What follows belongs to an exercise in optimizing a design on an open flow for small area and a short achievable clock period; a production flow would make more cautious choices.
Where RTL was checked, it was by simulation tests only, not by an equivalence proof against the original.
The clock port is modelled as an ideal driver, which makes a skipped or thinned clock tree look cheaper than it is; a real chip needs a root buffer or a tree.

the baseline:
Design FIFO, start of the top module:
module FIFO(
	input [7:0] DATA_IN,
	input READ, WRITE, CLEAR_N, RESET_N, CLOCK,
	output reg [7:0] DATA_OUT,
	output reg [4:0] USE_DW,
	output reg F_FULL_N, F_EMPTY_N
);
Size in the first run: ~610 cells after synthesis, about 290 flip-flops, about 28 I/O pins.
Settings: LEC_CHECK=0, CAP_MARGIN=20, CORE_MARGIN=2, CORE_UTILIZATION=40, CTS_BUF_LIST=sky130_fd_sc_hd__clkbuf_8, CTS_CLUSTER_DIAMETER=60, CTS_CLUSTER_SIZE=18, SLEW_MARGIN=20; clock period 2.5 ns.
run.sh (not shown) runs the stock make flow with config.mk's settings and CLKGATE_MAP_FILE= SYNTH_SCRIPT=/design/flow/synth_recipe.tcl, a recipe that flattens the netlist after the stock synthesis.
The baseline completed every stage of the flow, and the final layout passed the timing, DRC and antenna checks.
Changes in the candidate relative to the baseline:
- setting SETUP_SLACK_MARGIN to 1.0 for the first time
- removing CTS_CLUSTER_DIAMETER (formerly 60)
- removing CTS_BUF_LIST (formerly sky130_fd_sc_hd__clkbuf_8)
- removing CTS_CLUSTER_SIZE (formerly 18)
Diff the baseline -> the candidate | non-clock buffer count | up by more than 100%
[compare] base=the baseline new=the candidate: number of search-and-repair iterations in the first detailed-routing pass down 3; area fraction of clock buffers and clock inverters up 4.5 points.
The baseline vs the candidate, worst setup path startpoint: USE_DW[0] vs USE_DW[1]
No functional check of the RTL was part of any run of this note.

Another version of the RTL of FIFO (not shown whole).
Size in the first run: about 780 cells after synthesis, roughly 350 flip-flops, ~28 I/O pins, about 0.012 mm² of cells after synthesis.
clock: 2.5 ns
lec_check: 0
cap_margin: 20
core_margin: 2
core_utilization: 60
cts_buf_list: sky130_fd_sc_hd__clkbuf_8
cts_cluster_diameter: 60
cts_cluster_size: 18
setup_slack_margin: 1.1
slew_margin: 20
standard.sh (not shown) runs the stock make flow with config.mk's settings and CLKGATE_MAP_FILE= SYNTH_SCRIPT=/design/flow/synth_recipe.tcl, a recipe that flattens the netlist after the stock synthesis.
==> flow/flow/run.sh <==
#!/bin/bash
# Standard ORFS layout, except that the clock tree is built by manual_cts.tcl:
# a two-level inverter tree (one root inverter, one leaf inverter per cluster
# of flip-flops) in place of TritonCTS's buffer tree.
set -euo pipefail
here=$(cd "$(dirname "$0")" && pwd)
export PRE_CTS_TCL="$here/manual_cts.tcl"
export PRE_RESIZE_TCL="$here/max_fanout.tcl"
export BUFFER_PORTS_ARGS="-buffer_cell sky130_fd_sc_hd__buf_2"
bash standard.sh > standard.log 2>&1
==> flow/flow/manual_cts.tcl <==
# Sourced by ORFS's cts.tcl (PRE_CTS_TCL hook). Replaces clock_tree_synthesis
# with a two-level inverter tree: the clock port drives a few root inverters,
# which drive one leaf inverter per k-means cluster of flip-flops.

proc mcts_outpin {inst} {
  foreach it [$inst getITerms] {
    if {[$it isOutputSignal]} { return $it }
  }
}

# k-means of points (xs, ys) into K clusters of at most capf * n / K points,
# seeded along x. Returns {assign cx cy cnt}.
proc mcts_kmeans {xs ys K capf} {
  set n [llength $xs]
  set order [lsort -real -indices $xs]
  set cx {}
  set cy {}
  for {set k 0} {$k < $K} {incr k} {
    set i [lindex $order [expr {int(($k + 0.5) * $n / $K)}]]
    lappend cx [lindex $xs $i]
    lappend cy [lindex $ys $i]
  }
  set cap [expr {int(ceil($capf * $n / $K))}]
  for {set iter 0} {$iter < 40} {incr iter} {
    set pairs {}
    for {set i 0} {$i < $n} {incr i} {
      for {set k 0} {$k < $K} {incr k} {
        set d [expr {abs([lindex $xs $i] - [lindex $cx $k]) + abs([lindex $ys $i] - [lindex $cy $k])}]
        lappend pairs [list $d $i $k]
      }
    }
    set pairs [lsort -real -index 0 $pairs]
    set assign [lrepeat $n -1]
    set cnt [lrepeat $K 0]
    foreach p $pairs {
      lassign $p d i k
      if {[lindex $assign $i] >= 0} continue
      if {[lindex $cnt $k] >= $cap} continue
      lset assign $i $k
      lset cnt $k [expr {[lindex $cnt $k] + 1}]
    }
    set sx [lrepeat $K 0.0]
    set sy [lrepeat $K 0.0]
    for {set i 0} {$i < $n} {incr i} {
      set k [lindex $assign $i]
      lset sx $k [expr {[lindex $sx $k] + [lindex $xs $i]}]
      lset sy $k [expr {[lindex $sy $k] + [lindex $ys $i]}]
    }
    for {set k 0} {$k < $K} {incr k} {
      if {[lindex $cnt $k] > 0} {
        lset cx $k [expr {[lindex $sx $k] / [lindex $cnt $k]}]
        lset cy $k [expr {[lindex $sy $k] / [lindex $cnt $k]}]
      }
    }
  }
  return [list $assign $cx $cy $cnt]
}

# The clock port drives R root inverters; each drives a group of leaf
# inverters; each leaf inverter drives one cluster of about S flip-flops.
proc mcts_build {S R root_cell leaf_cell} {
  set block [ord::get_db_block]
  set db [ord::get_db]
  set clk_net [$block findNet CLOCK]
  set sinks {}
  set xs {}
  set ys {}
  foreach it [$clk_net getITerms] {
    set inst [$it getInst]
    set bb [$inst getBBox]
    lappend sinks $it
    lappend xs [expr {([$bb xMin] + [$bb xMax]) / 2.0}]
    lappend ys [expr {([$bb yMin] + [$bb yMax]) / 2.0}]
  }
  set n [llength $sinks]
  set K [expr {max($R, int(round(double($n) / $S)))}]
  lassign [mcts_kmeans $xs $ys $K 1.1] assign cx cy cnt
  puts "manual CTS: $n sinks in $K clusters of $cnt"
  lassign [mcts_kmeans $cx $cy $R 1.0] rassign rx ry rcnt
  puts "manual CTS: $R roots driving $rcnt leaves"
  set rootm [$db findMaster $root_cell]
  set leafm [$db findMaster $leaf_cell]
  set rnets {}
  for {set r 0} {$r < $R} {incr r} {
    set root [odb::dbInst_create $block $rootm clkinv_root_$r]
    $root setLocation [expr {int([lindex $rx $r])}] [expr {int([lindex $ry $r])}]
    $root setPlacementStatus PLACED
    set rnet [odb::dbNet_create $block clknet_root_$r]
    $rnet setSigType CLOCK
    [$root findITerm A] connect $clk_net
    [mcts_outpin $root] connect $rnet
    lappend rnets $rnet
  }
  for {set k 0} {$k < $K} {incr k} {
    set b [odb::dbInst_create $block $leafm clkinv_leaf_$k]
    $b setLocation [expr {int([lindex $cx $k])}] [expr {int([lindex $cy $k])}]
    $b setPlacementStatus PLACED
    set net [odb::dbNet_create $block clknet_leaf_$k]
    $net setSigType CLOCK
    [$b findITerm A] connect [lindex $rnets [lindex $rassign $k]]
    [mcts_outpin $b] connect $net
    for {set i 0} {$i < $n} {incr i} {
      if {[lindex $assign $i] == $k} {
        set it [lindex $sinks $i]
        $it disconnect
        $it connect $net
      }
    }
  }
  global_connect
}

set ::mcts_S 20
set ::mcts_R 2
set ::mcts_root sky130_fd_sc_hd__inv_16
set ::mcts_leaf sky130_fd_sc_hd__clkinv_8

# cts.tcl calls repair_clock_inverters and then clock_tree_synthesis after
# this hook; build the tree in place of the latter.
proc clock_tree_synthesis {args} {
  mcts_build $::mcts_S $::mcts_R $::mcts_root $::mcts_leaf
  set_propagated_clock [all_clocks]
}
Other scripts of this flow, unchanged in this note and not shown: flow/flow/max_fanout.tcl
The baseline went through all stages and came out clean.
Rerun with:
--- a/flow/flow/manual_cts.tcl
+++ b/flow/flow/manual_cts.tcl
@@ -113,3 +113,3 @@
 set ::mcts_S 20
-set ::mcts_R 2
+set ::mcts_R 3
 set ::mcts_root sky130_fd_sc_hd__inv_16
SETUP_SLACK_MARGIN = 1.0   (was 1.1)
Wire length decreases slightly; via count is about the same; utilization decreases by 0.74 points; maximum frequency decreases slightly; clock skew decreases by 11 ps; hold slack hardly moves; setup slack is worse by 20 ps; sequential share of layout area increases by 0.77 points.
In every run of this note, the design's own scripts or RTL, not TritonCTS, make the clock network.

re-timing with driven ports:
The results above use ideal ports. As a check the final layouts listed here were re-extracted and re-timed, cells and wires unchanged.
Step 1: set_driving_cell puts a clkbuf_16 on CLOCK and a buf_2 on each other input, an assumption about the parent block.
Step 2 moves the port delays by t, midway between the first and last clock arrival at a register: inputs arrive t later, outputs are due t later. That takes back most of the time a late clock gives input paths.
a / b / c = ideal / step 1 / step 2; a / b = the first two.
| run | shift t [ns] | setup WS [ns] | worst hold slack (ns) | worst slew at a driven data input, ns |
|---|---|---|---|---|
| the baseline | 0.573 | 0.388 / 0.345 / 0.102 | 0.451 / 0.451 / 0.451 | 0.04 |
| the candidate | 0.585 | 0.881 / 0.881 / 0.360 | 0.447 / 0.447 / 0.447 | 0.03 |
| the first run of note 2 | 0.287 | 1.060 / 1.016 / 0.863 | 0.409 / 0.341 / 0.409 | 0.04 |
| the second run of note 2 | 0.303 | 1.040 / 0.982 / 0.870 | 0.407 / 0.335 / 0.408 | 0.04 |
After both steps every run listed still meets setup and hold. The setup slack of the candidate, which loses most, moves by 0.000 ns with the drivers and by -0.521 ns with both steps.
